Source: an optimization exercise on an open RTL-to-GDS flow (aim: small area). Production flows keep margins and buffers that such runs may drop.
Only simulation tests tie the RTL to the original design; equivalence was not proved.

===== config.mk =====
export PLATFORM = sky130hd
export DESIGN_NAME = cpu_top
export DESIGN_NICKNAME = cpu_top
export VERILOG_FILES = /design/flow/design.v
export SDC_FILE = /design/flow/constraint.sdc
export NUM_CORES = 4
export LEC_CHECK = 0
export CAP_MARGIN = 20
export CORE_MARGIN = 2
export CORE_UTILIZATION = 40
export SLEW_MARGIN = 20

===== constraint.sdc =====
create_clock -name core_clock -period 12.0 [get_ports {Clock}]
set_input_delay 2.4000 -clock core_clock [delete_from_list [all_inputs] [get_ports {Clock}]]
set_output_delay 2.4000 -clock core_clock [all_outputs]
set_load 0.01 [all_outputs]

===== design.v =====
module regn(R, Rin, Clock, Q);
	parameter n = 9;
	input wire [n-1:0] R;
	input wire Rin, Clock;
	output reg [n-1:0] Q;
	always @(posedge Clock)
		if (Rin)
			Q <= R;
endmodule
module dec3to8(W, En, Y);
	input wire [2:0] W;
	input wire En; 
	output reg [7:0] Y;
	always @(W or En) 
	begin
		if (En == 1)
			case (W)
				3'b111: Y = 8'b10000000;
				3'b110: Y = 8'b01000000;
				3'b101: Y = 8'b00100000;
				3'b100: Y = 8'b00010000;
				3'b011: Y = 8'b00001000;
				3'b010: Y = 8'b00000100;
				3'b001: Y = 8'b00000010;
				3'b000: Y = 8'b00000001; 
			endcase 
		else
			Y = 8'b00000000;
	 end
endmodule
module num_on_bits(num_in, num_of_ones);
	input wire [7:0] num_in;
	output reg [3:0] num_of_ones;
	integer i;
	always @ (num_in)
	begin
		num_of_ones = 4'b0;
		for (i = 0; i < 8; i = i+1)
			num_of_ones = num_of_ones + num_in[i];
	end
endmodule
module ALU(instruction, input_a, input_b, result);
	input wire [8:0] input_a, input_b;
	input wire [2:0] instruction;
	output reg [8:0] result;
	wire [7:0] temp_a, temp_b;
	wire sign_a, sign_b;
	wire [3:0] num_of_ones;
	assign temp_a = input_a[7:0];
	assign temp_b = input_b[7:0];
	assign sign_a = input_a[8];
	assign sign_b = input_b[8];
	num_on_bits ones (.num_in(temp_b), .num_of_ones(num_of_ones));
	parameter ADD = 3'b010, SUB = 3'b011, SLL = 3'b111, SRL = 3'b110, POS = 1'b0, NEG = 1'b1;
	always @*
	begin
		result = 9'b0;
		case(instruction)
			ADD:
			begin
				if((sign_a == POS) && (sign_b == POS))
				begin
					result = temp_a + temp_b;
					result[8] = sign_a;
				end
				else if((sign_a == POS) && (sign_b == NEG))
				begin
					if(temp_a >= temp_b)
					begin
						result = temp_a - temp_b;
						result[8] = sign_a;
					end
					else
					begin
						result = temp_b - temp_a;
						result[8] = sign_b;
					end
				end
				else if((sign_a == NEG) && (sign_b == POS))
				begin
					if(temp_a >= temp_b)
					begin
						result = temp_a - temp_b;
						result[8] = sign_b;
					end
					else
					begin
						result = temp_b - temp_a;
						result[8] = sign_a;
					end
				end
				else
				begin
					result = temp_a + temp_b;
					result[8] = sign_a;
				end
			end
			SUB:
			begin
				if((sign_a == POS) && (sign_b == POS))
				begin
					if(temp_a >= temp_b)
					begin
						result = temp_a - temp_b;
						result[8] = sign_a;
					end
					else
					begin
						result = temp_b - temp_a;
						result[8] = ~sign_a;
					end
				end
				else if((sign_a == POS) && (sign_b == NEG))
				begin
					result = temp_a + temp_b;
					result[8] = sign_a;
				end
				else if((sign_a == NEG) && (sign_b == POS))
				begin
					result = temp_b - temp_a;
					result[8] = sign_a;
				end
				else
				begin
					if(temp_a >= temp_b)
					begin
						result = temp_a - temp_b;
						result[8] = sign_b;
					end
					else
					begin
						result = temp_b - temp_a;
						result[8] = ~sign_a;
					end
				end
			end
			SLL:
			begin
				result[7:0] = temp_a << num_of_ones;
				result[8] = sign_a;
			end
			SRL:
			begin
				result[7:0] = temp_a >> (num_of_ones);  
				result[8] = sign_a;
			end
		endcase
	end
endmodule
module mux_10_to_1(DIN, R0, R1, R2, R3, R4, R5, R6, R7, G, sel, bus_out);
	input wire [8:0] DIN, R0, R1, R2, R3, R4, R5, R6, R7, G;
	input wire [9:0] sel;
	output wire [8:0] bus_out;
	parameter DIN_code = 10'b000000001, G_code = 10'b0000000010, R0_code = 10'b0000000100,
			  R1_code = 10'b0000001000, R2_code = 10'b0000010000, R3_code = 10'b0000100000,
			  R4_code = 10'b0001000000, R5_code = 10'b0010000000, R6_code = 10'b0100000000,
			  R7_code = 10'b1000000000;
	assign bus_out = (sel == DIN_code) ? DIN:
					 (sel == R0_code) ? R0:
					 (sel == R1_code) ? R1:
					 (sel == R2_code) ? R2:
					 (sel == R3_code) ? R3:
					 (sel == R4_code) ? R4:
					 (sel == R5_code) ? R5:
					 (sel == R6_code) ? R6:
					 (sel == R7_code) ? R7:
					 (sel == G_code) ? G:
					 DIN;  
endmodule
module cpu_top (DIN, Resetn, Clock, Run, Done, BusWires, debug_reg0, debug_reg1,
debug_reg2, debug_reg3, debug_reg4, debug_reg5, debug_reg6, debug_reg7);
	input wire [8:0] DIN;
	input wire Resetn, Clock, Run;
	output reg Done;
	output wire[8:0] BusWires;
	reg reset_all;
	output wire [8:0] debug_reg0, debug_reg1;
	output wire [8:0] debug_reg2, debug_reg3, debug_reg4, debug_reg5, debug_reg6, debug_reg7;
	parameter T0 = 2'b00, T1 = 2'b01, T2 = 2'b10, T3 = 2'b11,  
			  mv = 3'b000, mvi = 3'b001, add = 3'b010, sub = 3'b011,  
			  sll = 3'b111, srl = 3'b110;  
	reg [1:0] Tstep_Q, Nstep_Q;  
	wire [2:0] I;
	wire [7:0] Xreg, Yreg;
	reg [7:0] Rin;
	wire [8:0] R0, R1, R2, R3, R4, R5, R6, R7, IR, G, A;
	reg [7:0] Rout;
	reg DIN_out, Gout, IRin, Ain, Gin;
	wire [9:0] mux_10_1_sel;
	wire [8:0] ALU_out;
	assign mux_10_1_sel = {Rout, Gout, DIN_out};
	assign I = IR[8:6];
	dec3to8 decX (IR[5:3], 1'b1, Xreg); 
	dec3to8 decY (IR[2:0], 1'b1, Yreg);
	regn reg_0 (.R(BusWires), .Rin(Rin[0]), .Clock(Clock), .Q(R0));
	regn reg_1 (BusWires, Rin[1], Clock, R1);
	regn reg_2 (BusWires, Rin[2], Clock, R2);
	regn reg_3 (BusWires, Rin[3], Clock, R3);
	regn reg_4 (BusWires, Rin[4], Clock, R4);
	regn reg_5 (BusWires, Rin[5], Clock, R5);
	regn reg_6 (BusWires, Rin[6], Clock, R6);
	regn reg_7 (BusWires, Rin[7], Clock, R7);
	regn Ireg (.R(DIN), .Rin(IRin), .Clock(Clock), .Q(IR));
	regn Greg (.R(ALU_out), .Rin (Gin), .Clock(Clock), .Q(G));
	regn Areg (.R(BusWires), .Rin (Ain), .Clock(Clock), .Q(A));
	mux_10_to_1 multiplexer (.DIN(DIN), .R0(R0), .R1(R1), .R2(R2), .R3(R3),
							 .R4(R4), .R5(R5), .R6(R6), .R7(R7), .G(G), .sel(mux_10_1_sel),
							 .bus_out(BusWires));
	ALU add_sub (.instruction(I), .input_a(A), .input_b(BusWires), .result(ALU_out));
	always @(Tstep_Q, Run, Done) 
	begin
		case (Tstep_Q)
		T0:
		begin
			if(~Run)
				Nstep_Q <= T0;
			else
				Nstep_Q <= T1;
		end
		T1:
		begin
			if(Done)
				Nstep_Q <= T0;
			else
				Nstep_Q <= T2;
		end
		T2:
		begin
			if(Done)
				Nstep_Q <= T0;
			else
				Nstep_Q <= T3;
		end
		T3:
		begin
			Nstep_Q <= T0;
		end
		endcase
	end
	always @(Tstep_Q or I or Xreg or Yreg or reset_all) 
	begin
		Rout <= 8'b0;
		DIN_out <= 1'b0;
		Gout <= 1'b0;
		Rin <= 8'b0;
		Ain <= 1'b0;
		IRin <= 1'b0; 
		Gin <= 1'b0;
		Done <= 1'b0;
		case (Tstep_Q) 
			T0: 
			begin   
				IRin <= 1'b1;
				if (reset_all)
					Rin <= 8'b11111111;
			end
			T1:  
			begin
				case (I)
					mv:
					begin
						Rin <= Xreg;
						Rout <= Yreg;
						Done <= 1'b1;
					end
					mvi:
					begin
						Rin <= Xreg;
						DIN_out <= 1'b1;
						Done <= 1'b1;
					end
					add:
					begin
						Rout <= Xreg;
						Ain <= 1'b1;
					end
					sub:
					begin
						Rout <= Xreg;
						Ain <= 1'b1;
					end
					sll:
					begin
						Rout <= Xreg;
						Ain <= 1'b1;
					end
					srl:
					begin
						Rout <= Xreg;
						Ain <= 1'b1;
					end
				endcase
			end
			T2:
			begin
				case(I)
					add:
					begin
						Rout <= Yreg;
						Gin <= 1'b1;
					end
					sub:
					begin
						Rout <= Yreg;
						Gin <= 1'b1;
					end
					sll:
					begin
						Rout <= Yreg;
						Gin <= 1'b1;
					end
					srl:
					begin
						Rout <= Yreg;
						Gin <= 1'b1;
					end
				endcase
			end
			T3:
			begin
				case(I)
					add:
					begin
						Gout <= 1'b1;
						Rin <= Xreg;
						Done <= 1'b1;
					end
					sub:
					begin
						Gout <= 1'b1;
						Rin <= Xreg;
						Done <= 1'b1;
					end
					sll:
					begin
						Gout <= 1'b1;
						Rin <= Xreg;
						Done <= 1'b1;
					end
					srl:
					begin
						Gout <= 1'b1;
						Rin <= Xreg;
						Done <= 1'b1;
					end
				endcase
			end
		endcase
	end
	always @(posedge Clock, negedge Resetn) 
	begin
		if (!Resetn)
		begin
			Tstep_Q <= T0;
			reset_all <= 1'b1;
		end
		else
		begin
			Tstep_Q <= Nstep_Q;
			reset_all <= 1'b0;
		end
	end
	assign debug_reg0 = R0;
	assign debug_reg1 = R1;
	assign debug_reg2 = R2;
	assign debug_reg3 = R3;
	assign debug_reg4 = R4;
	assign debug_reg5 = R5;
	assign debug_reg6 = R6;
	assign debug_reg7 = R7;
endmodule

===== run.sh =====
#!/bin/bash
# synth_recipe.tcl (not shown) runs the flow's synth.tcl, then flattens the netlist and writes it again
# the make line also repeats each setting of config.mk as NAME=value (left out here)
make -C /OpenROAD-flow-scripts/flow DESIGN_CONFIG=/design/flow/config.mk WORK_HOME=/design/flow/orfs CLKGATE_MAP_FILE= SYNTH_SCRIPT=/design/flow/synth_recipe.tcl finish

==> run summary <==
- Post-CTS repair changed the size of 0 cells.
- In this run, CTS created clock tree buffers numbering 17.
- The run finished with no timing, DRC or antenna violations.
- The layout-stage area growth over the synthesis result is 23.1%.
- The flip-flop and latch count after synthesis is 118.
- 94 I/O pins were placed.
- The post-layout minimum cycle time is 8.04 ns.
- For the worst setup path, the data required time is 12.31 ns.
- The overall routing resource usage is 24.7%.
- The synthesized design contains 99 enable-type register cells.
- In the synthesized netlist the async set-or-reset flop fraction comes to 2.54%.
- For this run, the number of standard cells in the final layout without fillers is 1090.
- The number of sinks on the clock net is 118.
- The first-pass GRT wire length is 37.6 mm.
- Across the run, the number of max-cap violations was 0.
- The number of violations reported at the end of detailed-routing iteration 0 is 486.
- The cell total after placement is 1056.
- The register area share after synthesis is 44.3%.
- After routing, the total negative slack on setup checks comes to 0 ns.
- The number of hold buffers added after cts is 0.
- The initial utilization of the core area, before any placement, comes to 40.8%.
- The pin count of the biggest net entering global routing is 32.
- The region available for standard cell placement spans 18600 um2.
- In this run the tightest slew margin relative to its limit is 24.0%.
- The count of warnings emitted by yosys is 5.
- Together, buffers and inverters on the worst path number 5.
- The cell family contributing the most delay on the critical path is adder cells.
- Counting every net in the synthesized netlist gives 805.
- The fraction of final layout cells sized beyond drive strength 1 is 8.53%.
- Port buffering added 93 buffers.
- The critical path is of the reg2reg type.
- The final weighted congestion of routability-driven global placement is 0.958.
- At the end of the flow, the number of nets in the layout was 892.
- The most used flip-flop cell after synthesis is sky130_fd_sc_hd__edfxtp_1.
- The total die area is 20100 um2.
- The final count of negative-setup-slack endpoints is 0.
- The via count of the first global-routing pass is 6414.
- Clock-pin slew was measured on the worst setup and hold paths at 0.07 ns.
- The min-delay analysis places its worst path in the category reg2reg.
- The wire length reported by the detailed router is 24.6 mm.
- The final HPWL from detailed placement is 18.6 mm.
- The cell sitting at the root of the clock tree is a sky130_fd_sc_hd__clkbuf_16.
- The fill cell instance count of the final layout is 1697.
- After detailed routing, the number of remaining DRC violations is 0.
- The H-tree generated during clock tree synthesis spans 4 levels.
- The max-slew violation total from the final report is 0.
- The per-cell routed wire length is 22.6 um.
- The count of nets left with antenna violations once routing finished came out at 0.
- The number of rows created at floorplan is 50.
- The vertical die dimension is 142 um.
- The final route contains 6625 vias.
- The number of antenna violations at the first check in global routing is 0.
- The clock passes through at most 2 buffers.
- Of all nets on the critical path, the largest fanout is 22.
- The count of distinct cell types in the synthesized netlist is 75.
- Counting every instance in the synthesized netlist gives 756.
- The horizontal die dimension is 142 um.
- The maximum frequency from static timing analysis is 0.124 GHz.
- For the final database, setup skew stands at 0.0133 ns.
- The leftover overflow at the end of global routing is 0.
- The final design utilization is 50.2%.
- The number of antenna repair diodes is 0.
- Data on the critical path arrives at its endpoint at 8.34 ns.
- The post-detailed-route via-to-cell ratio is 6.08.
- Setup repair after global routing left no endpoint under its margin.
- At the pin with the least slew margin, the transition time is 1.14 ns.
- The buffers inserted during post-CTS setup optimization is 0.
- The number of endpoints with negative hold slack in the final report is 0.
- The area of the mapped netlist is 7600 um2.
- The worst setup path is launched from a register.
- The cell with the largest stage delay on the worst path is sky130_fd_sc_hd__fa_1.
- The endpoint type of the worst setup path is a register.
- The synthesized area per cell is 10.1 um2.
- TritonCTS built the clock tree.
- The share of the cycle needed by the critical path after routing is 67.0%.
- The detailed-routing iteration count for the pre-antenna-repair pass is 5.
- The source-to-sink clock delay at the later pin of the worst-skew pair is 0.43 ns.
- The maximum cell stage delay along the critical path is 0.98 ns.
## kinds of logic (layout without fill, tap and decap cells)
| logic type | count (synthesis) | count (layout) | share of synthesized area (%) |
|---|---|---|---|
| AND/OR/NAND/NOR | 221 | 221 | 14.2 |
| flip-flops | 118 | 118 | 44.3 |
| multiplexers | 48 | 48 | 6.50 |
| XOR/XNOR | 14 | 14 | 1.71 |
| buffers and inverters | 82 | 182 | 4.36 |
| other | 1 | 1 | 0.0494 |
| AO/OA/AOI/OAI | 235 | 235 | 22.1 |
| adder cells (fa/ha/maj) | 37 | 37 | 6.78 |
## cell usage after synthesis (all sizes together) (17+ instances only)
| cell type | number | area share (%) |
|---|---|---|
| edfxtp | 99 | 39 |
| nand2 | 72 | 3.6 |
| nor2 | 63 | 3.1 |
| a21oi | 44 | 2.9 |
| o21ai | 41 | 2.7 |
| inv | 40 | 2.0 |
| mux2i | 40 | 5.3 |
| clkbuf | 30 | 1.5 |
| ha | 30 | 4.9 |
| o211ai | 29 | 2.9 |
| nand3 | 24 | 1.6 |
| a22o | 17 | 2.0 |
| o21a | 17 | 1.7 |
## worst paths after layout
kind	start	end	slack, ns	depth (start not counted)
min in group asynchronous	Resetn	Tstep_Q[1]$_DFF_PN0_	2.15	1
hold reg to reg	Ireg.Q[5]$_DFFE_PP_	Xreg[6]$_SDFF_PN0_	0.59	2
setup reg to reg	Tstep_Q[1]$_DFF_PN0_	Greg.Q[1]$_DFFE_PP_	3.96	26
hold / removal	Ireg.Q[5]$_DFFE_PP_	Xreg[6]$_SDFF_PN0_	0.59	2
setup / recovery	Tstep_Q[1]$_DFF_PN0_	Greg.Q[1]$_DFFE_PP_	3.96	26
max in group asynchronous	Resetn	reset_all$_DFF_PN1_	9.63	1
## layer usage
layer | GRT usage [%] | share of wire (%) | up-vias
li1 | - | - | 3019
met1 | 31.9 | 43 | 3318
met2 | 42.2 | 50 | 247
met3 | 4.29 | 5.2 | 41
met4 | 8.47 | 2.3 | 0
met5 | 0 | 0 | -
## tightest hold or removal path, delay by kind of cell, from the launching register on
family | cells | cell delay [ns]
flip-flops | 1 | 0.40
AO/OA/AOI/OAI | 1 | 0.09
AND/OR/NAND/NOR | 1 | 0.08
## cell type report
class                           instances  area [um2]  share of cell area [%]
Clock buffer                           17         425                    4.55
Clock inverter                         15         153                    1.63
Inverter                               40         150                    1.60
Multi-Input combinational cell        556        3910                    41.8
Sequential cell                       118        3370                    36.0
Tap cell                              234         293                    3.13
Timing Repair Buffer                  110        1060                    11.3
## through the flow
| step | worst slack [ns] | cell area [um2] | hold slack [ns] |
|---|---|---|---|
| after CTS | 4.04 | 9330 | 0.581 |
| after global routing | 3.39 | 9360 | 0.623 |
| after global placement | 4.00 | 8750 | 0.582 |
| after floorplan | 4.61 | 7600 | 0.534 |
| final | 3.96 | 9360 | 0.585 |
| after detailed placement | 3.91 | 8750 | 0.574 |
## registers in the layout, indices dropped and copies added (netlist names), 9 cells and up
signal / flops
Areg.Q: 9
Greg.Q: 9
Ireg.Q: 9
reg_0.Q: 9
reg_1.Q: 9
reg_2.Q: 9
reg_3.Q: 9
reg_4.Q: 9
reg_5.Q: 9
reg_6.Q: 9
reg_7.Q: 9
## cells in the final DEF (no fill, tap or decap), types with 7 or more instances in the layout
cell type / n
sky130_fd_sc_hd__a22oi_1: 10
sky130_fd_sc_hd__nor3_1: 8
sky130_fd_sc_hd__nand3_1: 23
sky130_fd_sc_hd__o21a_1: 17
sky130_fd_sc_hd__fa_1: 7
sky130_fd_sc_hd__buf_4: 15
sky130_fd_sc_hd__o211ai_1: 29
sky130_fd_sc_hd__mux2_2: 7
sky130_fd_sc_hd__clkdlybuf4s50_1: 93
sky130_fd_sc_hd__o211a_1: 11
sky130_fd_sc_hd__ha_1: 30
sky130_fd_sc_hd__clkbuf_16: 17
sky130_fd_sc_hd__mux2i_1: 40
sky130_fd_sc_hd__a31oi_1: 11
sky130_fd_sc_hd__a22o_1: 17
sky130_fd_sc_hd__nor3b_1: 7
sky130_fd_sc_hd__xnor2_1: 7
sky130_fd_sc_hd__o21ai_0: 36
sky130_fd_sc_hd__nor2b_1: 7
sky130_fd_sc_hd__nand2_1: 72
sky130_fd_sc_hd__edfxtp_1: 99
sky130_fd_sc_hd__a21oi_1: 41
sky130_fd_sc_hd__inv_1: 40
sky130_fd_sc_hd__nor2_1: 63
sky130_fd_sc_hd__dfxtp_1: 16

==> re-timing with driven ports <==
The flow's constraints put no driver on any port. The routed layout listed below was extracted and timed again, unchanged, in two steps.
Step 1 sets driving cells, clkbuf_16 on the clock port and buf_2 on the other inputs (assumed; they add their load-dependent delay and slew).
Step 2, shift: input delay + t, output delay - t, t = (earliest + latest rising clock arrival at the registers) / 2. This alone moves slack from input paths to output paths.
Slacks: no drivers / after step 1 / after step 2; pairs: no drivers / after step 1.
t, ns: 0.473
slack for setup (ns): 3.965 / 3.965 / 3.819
worst setup path after step 2: input to register
slew at the worst register clock pin (ns): 0.07 / 0.07
After both steps setup and hold are still met in this run. The setup slack of this run moves by 0.000 ns with the drivers and by -0.146 ns with both steps.
